Context: an optimization exercise on an open-source flow, tuned for small area. The choices shown serve that exercise and are no tape-out recipe.
Function was checked by simulation only, so behaviour that the tests miss may differ from the original.
The clock input has no modelled driver; a real chip could not lean on it and would need a root buffer or a full tree.
No activity file was given, so power comes from the tool's default toggle rates.

job 4154:
## LaserMorse_Top
module LaserMorse_Top #(parameter CLK_SPEED=16_000_000)
  (input  CLK,           
   input  rst,           
   output PIN_12,
   output PIN_13,
   output LED,
   output USBPU,   
   input  PIN_24,  
   input  PIN_23,  
   input  PIN_22,  
   input  PIN_21,  
   input  PIN_19,  
   input  PIN_18,
   input  PIN_17,
   input  PIN_16,
   input  PIN_15,
   input  PIN_14
    );
Size in the first run: about 520 cells after synthesis, about 46 flip-flops, roughly 16 I/O pins, roughly 0.0036 mm2 of cells after synthesis.
==> flow/config.mk <==
export PLATFORM = sky130hd
export DESIGN_NAME = LaserMorse_Top
export DESIGN_NICKNAME = LaserMorse_Top
export VERILOG_FILES = /design/flow/design.v
export SDC_FILE = /design/flow/constraint.sdc
export NUM_CORES = 4
export LEC_CHECK = 0
export CAP_MARGIN = 20
export CORE_MARGIN = 2
export CORE_UTILIZATION = 40
export GPL_TIMING_DRIVEN = 0
export PLACE_DENSITY = 0.85
export SLEW_MARGIN = 20
==> flow/constraint.sdc <==
create_clock -name core_clock -period 130.0 [get_ports {CLK}]
set_input_delay 26.0000 -clock core_clock [delete_from_list [all_inputs] [get_ports {CLK}]]
set_output_delay 26.0000 -clock core_clock [all_outputs]
set_load 0.01 [all_outputs]
standard.sh (not shown) runs the stock make flow with config.mk's settings and CLKGATE_MAP_FILE= SYNTH_SCRIPT=/design/flow/synth_recipe.tcl, a recipe that flattens the netlist after the stock synthesis.
==> flow/flow/run.sh <==
#!/bin/bash
# Own layout flow: the standard layout (standard.sh) with these changes:
#  - synthesis maps the logic with an area-only ABC script (flow/abc_min.script:
#    a long AIG optimisation, then mapping with area recovery)
#    instead of ORFS's abc_area.script (which buffers and upsizes for a delay
#    target), and leaves adders to ABC instead of mapping them to ha/fa cells
#    first. Everything else is ORFS's synth.tcl as synth_recipe.tcl runs it, so
#    the registers are the standard ones.
#  - port buffers are the smallest buffer, sky130_fd_sc_hd__buf_1; synthesis
#    adds no buffers of its own for outputs that share a net or a constant
#    (SYNTH_INSBUF=0), since every output port gets its port buffer anyway.
#  - the clock is buffered by flow/manual_cts.tcl (three clock buffers, each
#    driving a cluster of registers) in place of TritonCTS, whose H-tree puts
#    five buffers on this small design.
set -euo pipefail
here=$(pwd)
flowdir=$here/flow

sed -e "s|^source \$::env(SCRIPTS_DIR)/synth_preamble.tcl\$|&\nset abc_args [lreplace \$abc_args 1 1 $flowdir/abc_min.script]|" \
    -e 's|^  \[env_var_exists_and_non_empty ADDER_MAP_FILE\] &&$|  0 \&\&|' \
  "$FLOW_HOME/scripts/synth.tcl" > "$here/synth_min.tcl"
grep -q "abc_min.script" "$here/synth_min.tcl"
grep -q "^  0 &&" "$here/synth_min.tcl"
sed "s|^source \$::env(SCRIPTS_DIR)/synth.tcl\$|source $here/synth_min.tcl|" \
  "$here/synth_recipe.tcl" > "$here/synth_own.tcl"
grep -q "synth_min.tcl" "$here/synth_own.tcl"

bash "$here/standard.sh" SYNTH_SCRIPT="$here/synth_own.tcl" \
  "BUFFER_PORTS_ARGS=-buffer_cell sky130_fd_sc_hd__buf_1" \
  "MIN_BUF_CELL_AND_PORTS=sky130_fd_sc_hd__buf_1 A X" SYNTH_INSBUF=0 \
  "PRE_CTS_TCL=$flowdir/manual_cts.tcl" finish > "$here/flow_make.log" 2>&1
Other scripts of this flow, unchanged in this note and not shown: flow/flow/abc_min.script, flow/flow/manual_cts.tcl
## Diff of input files: job 1938 against job 4154
- changing CORE_UTILIZATION from 40 to 60
- removing PLACE_DENSITY (formerly 0.85)
--- outcome ---
Diff job 4154 -> job 1938 | die area | down by more than a quarter. From job 4154 to job 1938 the numbers moved as follows: well-tap cell count decreased about 30%, floorplan row count decreased 18%, global-route usage increased 12 points, clock skew increased 0.0035 ns. Summary — post-synthesis to final-layout area growth, job 1938 relative to job 4154: lower, by 1.2 points. The run with more setup slack is job 4154; job 1938 has less. Of job 1938 and job 4154, the lower wire length belongs to job 1938. Hold slack across job 1938 and job 4154: no real change. Job 1938 ended with less area of the placeable core than job 4154.
Relative to job 1938, the following input files were edited for job 341:
- CORE_UTILIZATION now 40, was 60
--- outcome ---
Compared with job 1938, job 341 shows die area that has gone up by more than a quarter.
The total number of cells along the worst setup path in job 341 sits 2 above the value recorded for job 1938.
In the tables for job 341 and job 1938, portion of total power attributed to the clock network reads higher with job 1938.
Of job 341 and job 1938, it is job 341 that has the lower arrival time of data at the critical path endpoint.
Diff job 1938 -> job 341 | largest net degree at the start of global routing | up by more than 10%
Per the comparison of job 341 with job 1938, power density relative to cell area decreased by 1.3% relative to the old numbers; final cell count without fillers increased by about 5.6% relative to the old numbers.
Per the comparison of job 341 with job 1938, post-route cell area shows an increase of 49 um2; smallest setup slack after layout shows an increase of 1.09 ns; clock-net power shows a reduction of about 1%; sum of routed wire segments on met1 shows an increase of about 15%.
Input changes introduced in job 3406 (baseline for comparison: job 341):
diff --git a/flow/flow/run.sh b/flow/flow/run.sh
--- a/flow/flow/run.sh
+++ b/flow/flow/run.sh
@@ -7,7 +7,6 @@
 #    first. Everything else is ORFS's synth.tcl as synth_recipe.tcl runs it, so
 #    the registers are the standard ones.
-#  - port buffers are the smallest buffer, sky130_fd_sc_hd__buf_1; synthesis
-#    adds no buffers of its own for outputs that share a net or a constant
-#    (SYNTH_INSBUF=0), since every output port gets its port buffer anyway.
+#  - port buffers, and synthesis's buffers for outputs that share a net, are
+#    the smallest buffer, sky130_fd_sc_hd__buf_1.
 #  - the clock is buffered by flow/manual_cts.tcl (three clock buffers, each
 #    driving a cluster of registers) in place of TritonCTS, whose H-tree puts
@@ -28,4 +27,4 @@
 bash "$here/standard.sh" SYNTH_SCRIPT="$here/synth_own.tcl" \
   "BUFFER_PORTS_ARGS=-buffer_cell sky130_fd_sc_hd__buf_1" \
-  "MIN_BUF_CELL_AND_PORTS=sky130_fd_sc_hd__buf_1 A X" SYNTH_INSBUF=0 \
+  "MIN_BUF_CELL_AND_PORTS=sky130_fd_sc_hd__buf_1 A X" \
   "PRE_CTS_TCL=$flowdir/manual_cts.tcl" finish > "$here/flow_make.log" 2>&1
Notes after the runs:
Comparing the two runs side by side, job 3406 comes out ahead of job 341 on routed wire length.
Between job 341 and job 3406, the difference in complex-gate fraction of the synthesized area is negligible.
Cmp job 341 and job 3406 / critical path depth / lower: job 3406
Cmp job 341 and job 3406 / number of non-filler instances in the completed layout / higher: job 3406
Re final hold violation count: no difference whatsoever between job 3406 and job 341.
The inputs of job 9040 differ from those of job 3406 as listed below.
diff --git a/flow/flow/run.sh b/flow/flow/run.sh
--- a/flow/flow/run.sh
+++ b/flow/flow/run.sh
@@ -27,4 +27,4 @@
 bash "$here/standard.sh" SYNTH_SCRIPT="$here/synth_own.tcl" \
   "BUFFER_PORTS_ARGS=-buffer_cell sky130_fd_sc_hd__buf_1" \
-  "MIN_BUF_CELL_AND_PORTS=sky130_fd_sc_hd__buf_1 A X" \
+  "MIN_BUF_CELL_AND_PORTS=sky130_fd_sc_hd__buf_1 A X" SYNTH_INSBUF=0 \
   "PRE_CTS_TCL=$flowdir/manual_cts.tcl" finish > "$here/flow_make.log" 2>&1
Results
Comparing time the worst path needs with I/O delays and setup for job 9040 and job 3406, the smaller number came from job 9040.
Status: total die area parity (job 9040, job 3406)
Total track usage delta for job 9040 relative to job 3406: 0.50 points higher
Run comparison: job 3406 cell with the largest stage delay on the worst path sky130_fd_sc_hd__buf_1; job 9040 cell with the largest stage delay on the worst path sky130_fd_sc_hd__nor2_1
Job 9040 and job 3406 ended up with nearly the same post-synthesis instance area.
No run of this note takes its clock network from TritonCTS; it comes from the design's own scripts or RTL.

==> port drivers added, routing unchanged <==
No port has a modelled driver above. Below, the same layouts with a new extraction and two added sets of constraints.
Step 1, drivers: a clkbuf_16 drives CLK and a buf_2 each remaining input, both assumed.
Step 2 times the ports against the registers' clock, not the clock port: input delays grow and output delays shrink by t, the midpoint of the rising clock arrivals with the driver on.
Three values: no drivers, after step 1, after step 2; two values: the first two.
run | t (ns) | slack for setup (ns) | worst hold slack (ns) | worst setup path after step 2
job 4154 | 0.191 | 95.595 / 95.606 / 95.416 | 0.480 / 0.480 / 0.480 | input to register
job 1938 | 0.194 | 95.322 / 95.336 / 95.143 | 0.477 / 0.477 / 0.477 | input to register
job 341 | 0.202 | 96.410 / 96.440 / 96.238 | 0.474 / 0.474 / 0.474 | input to register
job 3406 | 0.203 | 96.202 / 96.223 / 96.020 | 0.467 / 0.467 / 0.467 | input to register
job 9040 | 0.202 | 96.410 / 96.440 / 96.238 | 0.474 / 0.474 / 0.474 | input to register
After both steps every run listed still meets setup and hold. For job 3406, which loses most, drivers alone change the setup slack by +0.021 ns; drivers and shift together by -0.182 ns.
